Background: an optimization exercise with open tools, aiming at small area, a short achievable clock period and few clock cycles. Do not read the settings as production practice.
At most, simulation tests tie the RTL to the original design; equivalence was not proved.
Power is estimated from default activity; no workload was simulated.

==> flow/design.v <==
module TopModule(input clk, rst,
  output [31:0] imem_addr,
  input  [31:0] imem_data,
  output [31:0] dmem_addr, dmem_wdata,
  output        dmem_we, dmem_re,
  input  [31:0] dmem_rdata);
  reg [29:0] pc;                  
  reg        d_v;                 
  reg        d_fold;              
  reg [31:0] d_i;                 
  reg        e_wb, e_fl, e_ld, e_st;
  reg        e_arith, e_inv;
  reg [1:0]  e_cin, e_lop;
  reg [3:0]  e_cond, e_dest;
  reg [31:0] e_a, e_m;            
  reg fN, fZ, fC, fV;
  reg [31:0] R [0:15];
  reg [15:0] rv;
  function automatic cond_ok(input [3:0] c, input n, z, cc, v);
    case (c)
      4'b0000: cond_ok = z;
      4'b0001: cond_ok = ~z;
      4'b0010: cond_ok = cc;
      4'b0011: cond_ok = ~cc;
      4'b0100: cond_ok = n;
      4'b0101: cond_ok = ~n;
      4'b0110: cond_ok = v;
      4'b0111: cond_ok = ~v;
      4'b1000: cond_ok = cc & ~z;
      4'b1001: cond_ok = ~cc | z;
      4'b1010: cond_ok = n == v;
      4'b1011: cond_ok = n != v;
      4'b1100: cond_ok = (n == v) & ~z;
      4'b1101: cond_ok = (n != v) & z;
      4'b1110: cond_ok = 1'b1;
      default: cond_ok = 1'b0;
    endcase
  endfunction
  assign imem_addr = {pc, 2'b00};
  wire [31:0] f = imem_data;
  wire [6:0]  f_lo = pc[6:0] + f[6:0] + 7'd1;
  wire        f_fold = f[27] & f[23] & (&f[22:4]) & (f[31:28] != 4'b1111) & (pc[6:4] != 3'd0);
  wire [29:0] f_tgt = {pc[29:7], f_lo};
  assign dmem_addr  = e_a;
  assign dmem_wdata = e_m;
  assign dmem_we    = e_st;
  assign dmem_re    = e_ld;
  wire ex_exec = cond_ok(e_cond, fN, fZ, fC, fV);
  wire [31:0] a   = e_a;
  wire [31:0] y   = e_inv ? ~e_m : e_m;
  wire        cin = e_cin[1] ? (fC ^ e_cin[0]) : e_cin[0];
  wire [32:0] s33 = {a[31], a} + {y[31], y} + {32'd0, cin};
  reg  [31:0] lg;
  always @(*) begin
    case (e_lop)
      2'b00:   lg = a & y;
      2'b01:   lg = a | y;
      2'b10:   lg = a ^ y;
      default: lg = y;
    endcase
  end
  wire [31:0] res = e_arith ? s33[31:0] : lg;
  wire [32:0] x33 = {a[31], a}, y33 = {y[31], y};
  wire [32:0] zp  = x33 ^ y33;
  wire [32:0] zk  = {x33[31:0] | y33[31:0], cin};
  wire nZ = e_arith ? (zp == zk) : ((lg == 32'd0) & ~e_inv);
  wire nN = res[31];
  wire nC = e_arith & s33[32];
  wire nV = e_arith & (s33[31] ^ s33[32]);
  wire ex_setfl = e_fl & ex_exec;
  wire ex_wr = e_wb & ex_exec;
  wire w_en  = ex_wr | e_ld;
  wire [31:0] w_d = e_ld ? dmem_rdata : res;
  wire [3:0] i_cond = d_i[31:28];
  wire [1:0] i_cls  = d_i[27:26];
  wire       i_I    = d_i[25];
  wire [3:0] i_op   = d_i[24:21];
  wire       i_S    = d_i[20];
  wire [3:0] i_rn   = d_i[19:16];
  wire [3:0] i_rd   = d_i[15:12];
  wire op_mov = i_op == 4'b1101, op_mvn = i_op == 4'b1111, op_add = i_op == 4'b0100,
       op_adc = i_op == 4'b0101, op_sub = i_op == 4'b0010, op_sbc = i_op == 4'b0110,
       op_and = i_op == 4'b0000, op_orr = i_op == 4'b1100, op_eor = i_op == 4'b0001,
       op_cmp = i_op == 4'b1010, op_tst = i_op == 4'b1000;
  wire i_dp   = i_cls == 2'b00;
  wire i_dpwb = i_dp & (op_mov | op_mvn | op_add | op_adc | op_sub | op_sbc | op_and | op_orr | op_eor);
  wire i_dpfl = i_dp & ((i_S & i_dpwb) | op_cmp | op_tst);
  wire i_mem  = (i_cls == 2'b01) & op_add;
  wire i_ld   = i_mem & i_S;
  wire i_st   = i_mem & ~i_S;
  wire i_br   = i_cls[1];
  wire i_imm  = i_dp & i_I;
  wire [3:0] i_ms  = d_i[26] ? i_rd : d_i[3:0];
  wire i_urn = (i_dp & (op_add | op_adc | op_sub | op_sbc | op_and | op_orr | op_eor | op_cmp | op_tst)) | i_mem;
  wire i_urm = i_dp & ~i_I & (i_dpwb | op_cmp | op_tst);
  reg  [31:0] rfa, rfm;
  integer k;
  always @(*) begin
    rfa = 32'd0; rfm = 32'd0;
    for (k = 0; k < 16; k = k + 1) begin
      rfa = rfa | ({32{(i_rn == k) & rv[k]}} & R[k]);
      rfm = rfm | ({32{(i_ms == k) & rv[k]}} & R[k]);
    end
    rfa[3:0] = rfa[3:0] | (i_rn & {4{~rv[i_rn]}});
    rfm[3:0] = rfm[3:0] | (i_ms & {4{~rv[i_ms]}});
  end
  wire byp_a = w_en & (e_dest == i_rn);
  wire byp_m = w_en & (e_dest == i_ms);
  wire [4:0]  s_amt = d_i[11:7];
  wire [1:0]  s_typ = (i_imm | ~i_dp) ? 2'b11 : d_i[6:5];
  wire [4:0]  s_r   = i_imm ? {d_i[11:8], 1'b0} : ~i_dp ? 5'd0 :
                      (s_typ == 2'b00) ? (5'd0 - s_amt) : s_amt;
  wire [31:0] s_in  = i_imm ? {24'd0, d_i[7:0]} : rfm;
  wire [31:0] s_r0 = s_r[0] ? {s_in[0],    s_in[31:1]}  : s_in;
  wire [31:0] s_r1 = s_r[1] ? {s_r0[1:0],  s_r0[31:2]}  : s_r0;
  wire [31:0] s_r2 = s_r[2] ? {s_r1[3:0],  s_r1[31:4]}  : s_r1;
  wire [31:0] s_r3 = s_r[3] ? {s_r2[7:0],  s_r2[31:8]}  : s_r2;
  wire [31:0] s_rot = s_r[4] ? {s_r3[15:0], s_r3[31:16]} : s_r3;
  reg  [31:0] s_mask;
  integer j;
  always @(*) begin
    for (j = 0; j < 32; j = j + 1)
      case (s_typ)
        2'b00:   s_mask[j] = j >= s_amt;
        2'b11:   s_mask[j] = 1'b1;
        default: s_mask[j] = j + s_amt <= 31;
      endcase
  end
  wire [31:0] sh = (s_rot & s_mask) | ({32{(s_typ == 2'b10) & s_in[31]}} & ~s_mask);
  wire [31:0] memoff = {{20{d_i[11] | ~d_i[10]}}, ~(d_i[11] ^ d_i[10]), ~d_i[10], d_i[9:0]};
  wire [31:0] i_addr = rfa + memoff;
  wire        sel_ra = byp_a & ~e_ld & ~i_mem;       
  wire [31:0] a_pre  = i_mem ? i_addr : (byp_a & e_ld) ? dmem_rdata : rfa;
  wire [31:0] i_a    = sel_ra ? res : a_pre;
  wire        sel_rm = byp_m & ~e_ld & ~i_imm;
  wire [31:0] m_pre  = (byp_m & e_ld & ~i_imm) ? dmem_rdata : sh;
  wire [31:0] i_m    = sel_rm ? res : m_pre;
  wire [29:0] i_off = {{6{d_i[23]}}, d_i[23:0]};
  wire [29:0] i_tgt = pc + (d_fold ? ~i_off : i_off) + {29'd0, d_fold};
  wire i_zonly  = (i_cond[3:1] == 3'b000) | (i_cond[3:1] == 3'b111);    
  wire z_now    = ex_setfl ? nZ : fZ;
  wire i_ok     = cond_ok(i_cond, fN, z_now, fC, fV);
  wire fl_wait  = (i_br | i_mem) & ex_setfl & ~i_zonly;
  wire stall = d_v & (
        (i_mem & byp_a)                                    
      | (i_urm & (s_amt != 5'd0) & byp_m)                  
      | fl_wait);
  wire id_redirect = d_v & i_br & (i_ok ^ d_fold) & ~stall;
  wire go = d_v & ~stall;
  wire [29:0] pc_inc  = pc + 30'd1;
  wire fold = f_fold & ~id_redirect & ~stall;
  wire [29:0] pc_next = ({30{id_redirect}} & i_tgt) | ({30{~id_redirect & stall}} & pc) |
                        ({30{fold}} & f_tgt) | ({30{~f_fold & ~id_redirect & ~stall}} & pc_inc);
  always @(posedge clk or posedge rst) begin
    if (rst) begin
      pc <= 30'd0;
      d_v <= 1'b0;
      {e_wb, e_fl, e_ld, e_st} <= 4'd0;
      {fN, fZ, fC, fV} <= 4'd0;
      rv <= 16'd0;
    end else begin
      pc <= pc_next;
      if (id_redirect) d_v <= 1'b0;
      else if (!stall) d_v <= 1'b1;
      e_wb <= go & i_dpwb;
      e_fl <= go & i_dpfl;
      e_ld <= go & i_ld & i_ok;
      e_st <= go & i_st & i_ok;
      if (ex_setfl) {fN, fZ, fC, fV} <= {nN, nZ, nC, nV};
      if (w_en) rv[e_dest] <= 1'b1;
    end
  end
  always @(posedge clk) begin
    if (!stall) begin d_i <= imem_data; d_fold <= fold; end
    e_arith <= (i_dp & (op_add | op_adc | op_sub | op_sbc | op_cmp));
    e_inv   <= i_dp & (op_sub | op_sbc | op_cmp | op_mvn);
    e_cin   <= op_adc ? 2'b10 : op_sbc ? 2'b11 : (op_sub | op_cmp) ? 2'b01 : 2'b00;
    e_lop   <= (op_and | op_tst) ? 2'b00 : op_orr ? 2'b01 : op_eor ? 2'b10 : 2'b11;
    e_cond  <= i_cond;
    e_dest  <= i_rd;
    e_a     <= i_a;
    e_m     <= i_m;
    if (w_en) R[e_dest] <= w_d;
  end
endmodule
==> flow/config.mk <==
export PLATFORM = sky130hd
export DESIGN_NAME = TopModule
export DESIGN_NICKNAME = TopModule
export VERILOG_FILES = /design/flow/design.v
export SDC_FILE = /design/flow/constraint.sdc
export NUM_CORES = 4
export LEC_CHECK = 0
export ABC_AREA = 1
export CAP_MARGIN = 30
export CORE_MARGIN = 2
export CORE_UTILIZATION = 40
export CTS_CLUSTER_DIAMETER = 120
export CTS_CLUSTER_SIZE = 22
export SLEW_MARGIN = 20
==> flow/constraint.sdc <==
create_clock -name core_clock -period 26.0 [get_ports {clk}]
set_input_delay 5.2000 -clock core_clock [delete_from_list [all_inputs] [get_ports {clk}]]
set_output_delay 5.2000 -clock core_clock [all_outputs]
set_load 0.01 [all_outputs]
standard.sh (not shown) runs the stock make flow with config.mk's settings and CLKGATE_MAP_FILE= SYNTH_SCRIPT=/design/flow/synth_recipe.tcl, a recipe that flattens the netlist after the stock synthesis.
==> flow/flow/run.sh <==
#!/bin/bash
# The standard layout (standard.sh: the standard synthesis and ORFS steps),
# with two changes to how the layout is made; the SDC is left as it is:
#  - the setup repair steps are asked for more slack than the clock period
#    needs (SETUP_SLACK_MARGIN), so they size up the critical paths;
#  - the port buffers are buf_2 cells (repair sizes them as it needs).
# make's output goes to make_finish.log; ORFS keeps each step's log under orfs/logs.
set -euo pipefail
bash standard.sh SETUP_SLACK_MARGIN=19.6 "BUFFER_PORTS_ARGS=-buffer_cell sky130_fd_sc_hd__buf_2" finish > make_finish.log 2>&1
Change:
--- a/flow/design.v
+++ b/flow/design.v
@@ -6,7 +6,6 @@
   input  [31:0] dmem_rdata);
   reg [29:0] pc;                  
   reg        d_v;                 
-  reg        d_fold;              
   reg [31:0] d_i;                 
   reg        e_wb, e_fl, e_ld, e_st;
   reg        e_arith, e_inv;
@@ -37,10 +36,6 @@
     endcase
   endfunction
   assign imem_addr = {pc, 2'b00};
-  wire [31:0] f = imem_data;
-  wire [6:0]  f_lo = pc[6:0] + f[6:0] + 7'd1;
-  wire        f_fold = f[27] & f[23] & (&f[22:4]) & (f[31:28] != 4'b1111) & (pc[6:4] != 3'd0);
-  wire [29:0] f_tgt = {pc[29:7], f_lo};
   assign dmem_addr  = e_a;
   assign dmem_wdata = e_m;
   assign dmem_we    = e_st;
@@ -135,8 +130,7 @@
   wire        sel_rm = byp_m & ~e_ld & ~i_imm;
   wire [31:0] m_pre  = (byp_m & e_ld & ~i_imm) ? dmem_rdata : sh;
   wire [31:0] i_m    = sel_rm ? res : m_pre;
-  wire [29:0] i_off = {{6{d_i[23]}}, d_i[23:0]};
-  wire [29:0] i_tgt = pc + (d_fold ? ~i_off : i_off) + {29'd0, d_fold};
+  wire [29:0] i_tgt = pc + {{6{d_i[23]}}, d_i[23:0]};
   wire i_zonly  = (i_cond[3:1] == 3'b000) | (i_cond[3:1] == 3'b111);    
   wire z_now    = ex_setfl ? nZ : fZ;
   wire i_ok     = cond_ok(i_cond, fN, z_now, fC, fV);
@@ -145,12 +139,11 @@
         (i_mem & byp_a)                                    
       | (i_urm & (s_amt != 5'd0) & byp_m)                  
       | fl_wait);
-  wire id_redirect = d_v & i_br & (i_ok ^ d_fold) & ~stall;
+  wire id_redirect = d_v & i_br & i_ok & ~stall;
   wire go = d_v & ~stall;
   wire [29:0] pc_inc  = pc + 30'd1;
-  wire fold = f_fold & ~id_redirect & ~stall;
-  wire [29:0] pc_next = ({30{id_redirect}} & i_tgt) | ({30{~id_redirect & stall}} & pc) |
-                        ({30{fold}} & f_tgt) | ({30{~f_fold & ~id_redirect & ~stall}} & pc_inc);
+  wire [29:0] pc_next = ({30{id_redirect}} & i_tgt) | ({30{~id_redirect & ~stall}} & pc_inc) |
+                        ({30{~id_redirect & stall}} & pc);
   always @(posedge clk or posedge rst) begin
     if (rst) begin
       pc <= 30'd0;
@@ -171,7 +164,7 @@
     end
   end
   always @(posedge clk) begin
-    if (!stall) begin d_i <= imem_data; d_fold <= fold; end
+    if (!stall) d_i <= imem_data;
     e_arith <= (i_dp & (op_add | op_adc | op_sub | op_sbc | op_cmp));
     e_inv   <= i_dp & (op_sub | op_sbc | op_cmp | op_mvn);
     e_cin   <= op_adc ? 2'b10 : op_sbc ? 2'b11 : (op_sub | op_cmp) ? 2'b01 : 2'b00;
Effect: Total power decreases by 1.6%; utilization came out lower by 0.38 points; die area shrinks by 3.0%; via count shrinks by 4.9%; count of clock-buffer cells in the layout went up by 5; sequential power is about the same.
Testbench counts after the change, summed over its fixed seeds: cycles 31,878.
The RTL of the first run of this note was laid out without a check of its function.

[what the ideal ports hide]
The flow's constraints put no driver on any port. The routed layouts listed below were extracted and timed again, unchanged, in two steps. Step 1, drivers: a clkbuf_16 drives clk and a buf_2 each remaining input, both assumed. Step 2 also shifts input and output timing later by t, the mid clock arrival at the registers, as if the neighbouring blocks saw the same clock. Three values: ideal, step 1, step 2; two values: the first two.
run | shift t [ns] | setup WS [ns] | worst setup path at the end | cell pins on the clock port's net
the first run | 0.719 | 19.526 / 19.447 / 19.107 | input to register | 1
the second run | 0.691 | 19.588 / 19.518 / 19.443 | input to register | 1
After both steps setup and hold are still met in every run listed. For the first run, which loses most, drivers alone change the setup slack by -0.079 ns; drivers and shift together by -0.419 ns.
